This is an optimization exercise on Yosys and OpenROAD, whose aim is small area and a short achievable clock period, not a production implementation. Power is estimated from default activity; no workload was simulated.

## bist
module bist #(
  parameter int size   = 6,
  parameter int length = 8
) (
  input  logic              start,
  input  logic              rst,
  input  logic              clk,
  input  logic              csin,
  input  logic              rwbarin,
  input  logic              opr,
  input  logic [size-1:0]   address,
  input  logic [length-1:0] datain,
  output logic [length-1:0] dataout,
  output logic              fail
);
Size in the first run: about 1300 cells after synthesis, about 560 flip-flops, ~0.022 sq mm of cells after synthesis.
==> module bist, before the edit <==
module bist #(
  parameter int size   = 6,
  parameter int length = 8
) (
  input  logic              start,
  input  logic              rst,
  input  logic              clk,
  input  logic              csin,
  input  logic              rwbarin,
  input  logic              opr,
  input  logic [size-1:0]   address,
  input  logic [length-1:0] datain,
  output logic [length-1:0] dataout,
  output logic              fail
);
  logic             NbarT;              
  logic             nrm;                
  logic [9:0]       q;
  logic             cout;
  logic [7:0]       tlo, thi;           
  logic             wt;                 
  logic             endt;               
  logic             kt;                 
  logic [63:0][7:0] ram;                
  logic [7:0]       rd_n;               
  logic [7:0]       rd_t;               
  logic [7:0] data_t;
  always_comb begin
    case (q[9:7])
      3'd0: data_t = 8'hAA;
      3'd1: data_t = 8'h55;
      3'd2: data_t = 8'hF0;
      3'd3: data_t = 8'h0F;
      3'd4: data_t = 8'h00;
      3'd5: data_t = 8'hFF;
      3'd6: data_t = 8'h33;
      default: data_t = 8'hCC;
    endcase
  end
  logic [7:0] d;
  logic       we;
  assign d  = nrm ? datain : data_t;
  assign we = wt | (nrm & csin & ~rwbarin);
  logic       mode_next, cout_next;
  logic [9:0] q_next, q_next1;
  always_comb begin
    if (rst) mode_next = 1'b0;
    else if (!NbarT) mode_next = start;
    else if (cout) mode_next = 1'b0;
    else mode_next = 1'b1;
    q_next    = NbarT ? q + 10'd1 : 10'd0;
    q_next1   = q_next + 10'd1;
    cout_next = NbarT && (q == 10'h3FF);
  end
  logic to_n, to_t;
  assign to_n = rst | endt | (nrm & ~start);
  assign to_t = ~rst & kt;
  logic gn, gt, byn, byt;
  assign gn  = ~we & to_n;
  assign gt  = ~we & to_t;
  assign byn = we & to_n;
  assign byt = we & to_t;
  logic [7:0] lo_r, lo_w, hin, hit, hiw;
  predec u_lo_r (.g(1'b1), .en(nrm), .a(address[2:0]), .t(tlo), .y(lo_r));
  predec u_lo_w (.g(1'b1), .en(nrm), .a(address[2:0]), .t(tlo), .y(lo_w));
  predec u_hin  (.g(gn),   .en(nrm), .a(address[5:3]), .t(thi), .y(hin));
  predec u_hit  (.g(gt),   .en(nrm), .a(address[5:3]), .t(thi), .y(hit));
  predec u_hiw  (.g(we),   .en(nrm), .a(address[5:3]), .t(thi), .y(hiw));
  logic [63:0] de;
  for (genvar w = 0; w < 64; w++) begin : g_de
    and2 u_de (.a(hiw[w/8]), .b(lo_w[w%8]), .y(de[w]));
  end
  always_ff @(posedge clk)
    for (int w = 0; w < 64; w++)
      if (de[w]) ram[w] <= d;
  logic [7:0] grp [0:7];
  for (genvar i = 0; i < 8; i++) begin : g_grp
    for (genvar b = 0; b < 8; b++) begin : g_bit
      ao8 u_ao (.s(lo_r),
                .m({ram[8*i+7][b], ram[8*i+6][b], ram[8*i+5][b], ram[8*i+4][b],
                    ram[8*i+3][b], ram[8*i+2][b], ram[8*i+1][b], ram[8*i][b]}),
                .y(grp[i][b]));
    end
  end
  logic [7:0] rn_next, rt_next;
  for (genvar b = 0; b < 8; b++) begin : g_rd
    ao9 u_n (.s({byn, hin}),
             .m({d[b], grp[7][b], grp[6][b], grp[5][b], grp[4][b],
                 grp[3][b], grp[2][b], grp[1][b], grp[0][b]}),
             .y(rn_next[b]));
    ao9 u_t (.s({byt, hit}),
             .m({d[b], grp[7][b], grp[6][b], grp[5][b], grp[4][b],
                 grp[3][b], grp[2][b], grp[1][b], grp[0][b]}),
             .y(rt_next[b]));
  end
  always_ff @(posedge clk) begin
    NbarT <= mode_next;
    nrm   <= ~mode_next;
    q     <= q_next;
    cout  <= cout_next;
    wt    <= mode_next & ~q_next[6];
    endt  <= mode_next & cout_next;
    kt    <= mode_next & ~cout_next & q_next1[6];
    for (int j = 0; j < 8; j++) begin
      tlo[j] <= mode_next && (q_next[2:0] == j[2:0]);
      thi[j] <= mode_next && (q_next[5:3] == j[2:0]);
    end
    rd_n <= rn_next;
    rd_t <= rt_next;
  end
  for (genvar b = 0; b < 8; b++) begin : g_out
    outgate u_o (.a(csin), .b(rwbarin), .c(rd_n[b]), .d(rd_t[b]), .y(dataout[b]));
  end
  always_ff @(posedge clk) begin
    if (rst) fail <= 1'b0;
    else if (opr && NbarT && (rwbarin || q[6]) && (rd_t != data_t)) fail <= 1'b1;
  end
endmodule
==> module predec, before the edit <==
module predec (
  input  logic       g,
  input  logic       en,
  input  logic [2:0] a,
  input  logic [7:0] t,
  output logic [7:0] y
);
  always_comb
    for (int j = 0; j < 8; j++) y[j] = g && ((en && a == j[2:0]) || t[j]);
endmodule
==> module and2, before the edit <==
module and2 (input logic a, b, output logic y);
  assign y = a & b;
endmodule
export LEC_CHECK = 0
export CAP_MARGIN = 20
export CORE_MARGIN = 2
export CORE_UTILIZATION = 40
export SETUP_SLACK_MARGIN = 2.0
export SLEW_MARGIN = 20
export SYNTH_HIERARCHICAL = 1
export SYNTH_MINIMUM_KEEP_SIZE = 0
create_clock -name core_clock -period 4.5 [get_ports {clk}]
run.sh (not shown) runs the stock make flow with config.mk's settings and CLKGATE_MAP_FILE= SYNTH_SCRIPT=/design/flow/synth_recipe.tcl, a recipe that flattens the netlist after the stock synthesis.
The first run completed without violations.
==> next run, changes <==
--- a/flow/design.v
+++ b/flow/design.v
@@ -16,13 +16,10 @@
   logic             NbarT;              
   logic             nrm;                
   logic [9:0]       q;
   logic             cout;
   logic [7:0]       tlo, thi;           
-  logic             wt;                 
-  logic             endt;               
-  logic             kt;                 
   logic [63:0][7:0] ram;                
   logic [7:0]       rd_n;               
   logic [7:0]       rd_t;               
   logic [7:0] data_t;
   always_comb begin
@@ -38,51 +35,51 @@
     endcase
   end
   logic [7:0] d;
   logic       we;
   assign d  = nrm ? datain : data_t;
-  assign we = wt | (nrm & csin & ~rwbarin);
-  logic       mode_next, cout_next;
-  logic [9:0] q_next, q_next1;
+  assign we = NbarT ? ~q[6] : (csin & ~rwbarin);
+  logic       mode_next;
+  logic [9:0] q_next;
   always_comb begin
     if (rst) mode_next = 1'b0;
     else if (!NbarT) mode_next = start;
     else if (cout) mode_next = 1'b0;
     else mode_next = 1'b1;
-    q_next    = NbarT ? q + 10'd1 : 10'd0;
-    q_next1   = q_next + 10'd1;
-    cout_next = NbarT && (q == 10'h3FF);
+    q_next = NbarT ? q + 10'd1 : 10'd0;
   end
-  logic to_n, to_t;
-  assign to_n = rst | endt | (nrm & ~start);
-  assign to_t = ~rst & kt;
-  logic gn, gt, byn, byt;
-  assign gn  = ~we & to_n;
-  assign gt  = ~we & to_t;
-  assign byn = we & to_n;
-  assign byt = we & to_t;
-  logic [7:0] lo_r, lo_w, hin, hit, hiw;
-  predec u_lo_r (.g(1'b1), .en(nrm), .a(address[2:0]), .t(tlo), .y(lo_r));
-  predec u_lo_w (.g(1'b1), .en(nrm), .a(address[2:0]), .t(tlo), .y(lo_w));
-  predec u_hin  (.g(gn),   .en(nrm), .a(address[5:3]), .t(thi), .y(hin));
-  predec u_hit  (.g(gt),   .en(nrm), .a(address[5:3]), .t(thi), .y(hit));
-  predec u_hiw  (.g(we),   .en(nrm), .a(address[5:3]), .t(thi), .y(hiw));
+  logic [7:0] lo, hi;
+  predec u_lo (.en(nrm), .a(address[2:0]), .t(tlo), .y(lo));
+  predec u_hi (.en(nrm), .a(address[5:3]), .t(thi), .y(hi));
+  logic [7:0]  hiw;
   logic [63:0] de;
-  for (genvar w = 0; w < 64; w++) begin : g_de
-    and2 u_de (.a(hiw[w/8]), .b(lo_w[w%8]), .y(de[w]));
+  always_comb begin
+    hiw = hi & {8{we}};
+    for (int w = 0; w < 64; w++) de[w] = hiw[w/8] & lo[w%8];
   end
   always_ff @(posedge clk)
     for (int w = 0; w < 64; w++)
       if (de[w]) ram[w] <= d;
   logic [7:0] grp [0:7];
   for (genvar i = 0; i < 8; i++) begin : g_grp
     for (genvar b = 0; b < 8; b++) begin : g_bit
-      ao8 u_ao (.s(lo_r),
+      ao8 u_ao (.s(lo),
                 .m({ram[8*i+7][b], ram[8*i+6][b], ram[8*i+5][b], ram[8*i+4][b],
                     ram[8*i+3][b], ram[8*i+2][b], ram[8*i+1][b], ram[8*i][b]}),
                 .y(grp[i][b]));
     end
+  end
+  logic       to_n, to_t;               
+  logic [7:0] hin, hit;
+  logic       byn, byt;
+  always_comb begin
+    to_n = ~mode_next;
+    to_t = mode_next & q_next[6];
+    hin  = hi & {8{~we & to_n}};
+    hit  = hi & {8{~we & to_t}};
+    byn  = we & to_n;
+    byt  = we & to_t;
   end
   logic [7:0] rn_next, rt_next;
   for (genvar b = 0; b < 8; b++) begin : g_rd
     ao9 u_n (.s({byn, hin}),
              .m({d[b], grp[7][b], grp[6][b], grp[5][b], grp[4][b],
@@ -95,14 +92,11 @@
   end
   always_ff @(posedge clk) begin
     NbarT <= mode_next;
     nrm   <= ~mode_next;
     q     <= q_next;
-    cout  <= cout_next;
-    wt    <= mode_next & ~q_next[6];
-    endt  <= mode_next & cout_next;
-    kt    <= mode_next & ~cout_next & q_next1[6];
+    cout  <= NbarT && (q == 10'h3FF);
     for (int j = 0; j < 8; j++) begin
       tlo[j] <= mode_next && (q_next[2:0] == j[2:0]);
       thi[j] <= mode_next && (q_next[5:3] == j[2:0]);
     end
     rd_n <= rn_next;
@@ -115,18 +109,17 @@
     if (rst) fail <= 1'b0;
     else if (opr && NbarT && (rwbarin || q[6]) && (rd_t != data_t)) fail <= 1'b1;
   end
 endmodule
 module predec (
-  input  logic       g,
   input  logic       en,
   input  logic [2:0] a,
   input  logic [7:0] t,
   output logic [7:0] y
 );
   always_comb
-    for (int j = 0; j < 8; j++) y[j] = g && ((en && a == j[2:0]) || t[j]);
+    for (int j = 0; j < 8; j++) y[j] = (en && a == j[2:0]) || t[j];
 endmodule
 module ao8 (
   input  logic [7:0] s,
   input  logic [7:0] m,
   output logic       y
@@ -152,13 +145,10 @@
   assign y = ~((a & b) | (c & d) | (e & f));
 endmodule
 module nand4 (input logic a, b, c, d, output logic y);
   assign y = ~(a & b & c & d);
 endmodule
-module and2 (input logic a, b, output logic y);
-  assign y = a & b;
-endmodule
 module outgate (
   input  logic a,
   input  logic b,
   input  logic c,
   input  logic d,
What happened: The new run produced a clean layout. Wire length came out lower by 6.7%. Total power came out higher by 0.33%. Synthesized cell count came out lower by about 5%. Sequential power is about the same. Worst setup slack got worse by 16 ps. Design area came out lower by 2.2%. Sequential share of layout area came out higher by 1.2 points. Clock skew came out lower by 3.9 ps. Final cell count came out lower by about 3%.
Function was not checked in any run of this note: the RTL went through the layout flow alone.

## static timing again, ports no longer ideal
No port has a modelled driver above. Below, the same layouts with a new extraction and two added sets of constraints.
Step 1: set_driving_cell puts a clkbuf_16 on clk and a buf_2 on each other input, an assumption about the parent block.
Step 2 times the ports against the registers' clock, not the clock port: input delays grow and output delays shrink by t, the midpoint of the rising clock arrivals with the driver on.
Three values: no drivers, after step 1, after step 2; two values: the first two.
run | t, ns | slack for setup (ns) | hold slack, ns | worst setup path at the end | latest minus earliest clock arrival (ns)
the first run | 0.674 | 1.987 / 1.961 / 1.336 | 0.524 / 0.524 / 0.524 | input to register | 0.026 / 0.026
the second run | 0.661 | 1.971 / 1.970 / 1.333 | 0.566 / 0.566 / 0.566 | input to register | 0.022 / 0.022
After both steps setup and hold are still met in every run listed. For the first run, which loses most, drivers alone change the setup slack by -0.026 ns; drivers and shift together by -0.651 ns.
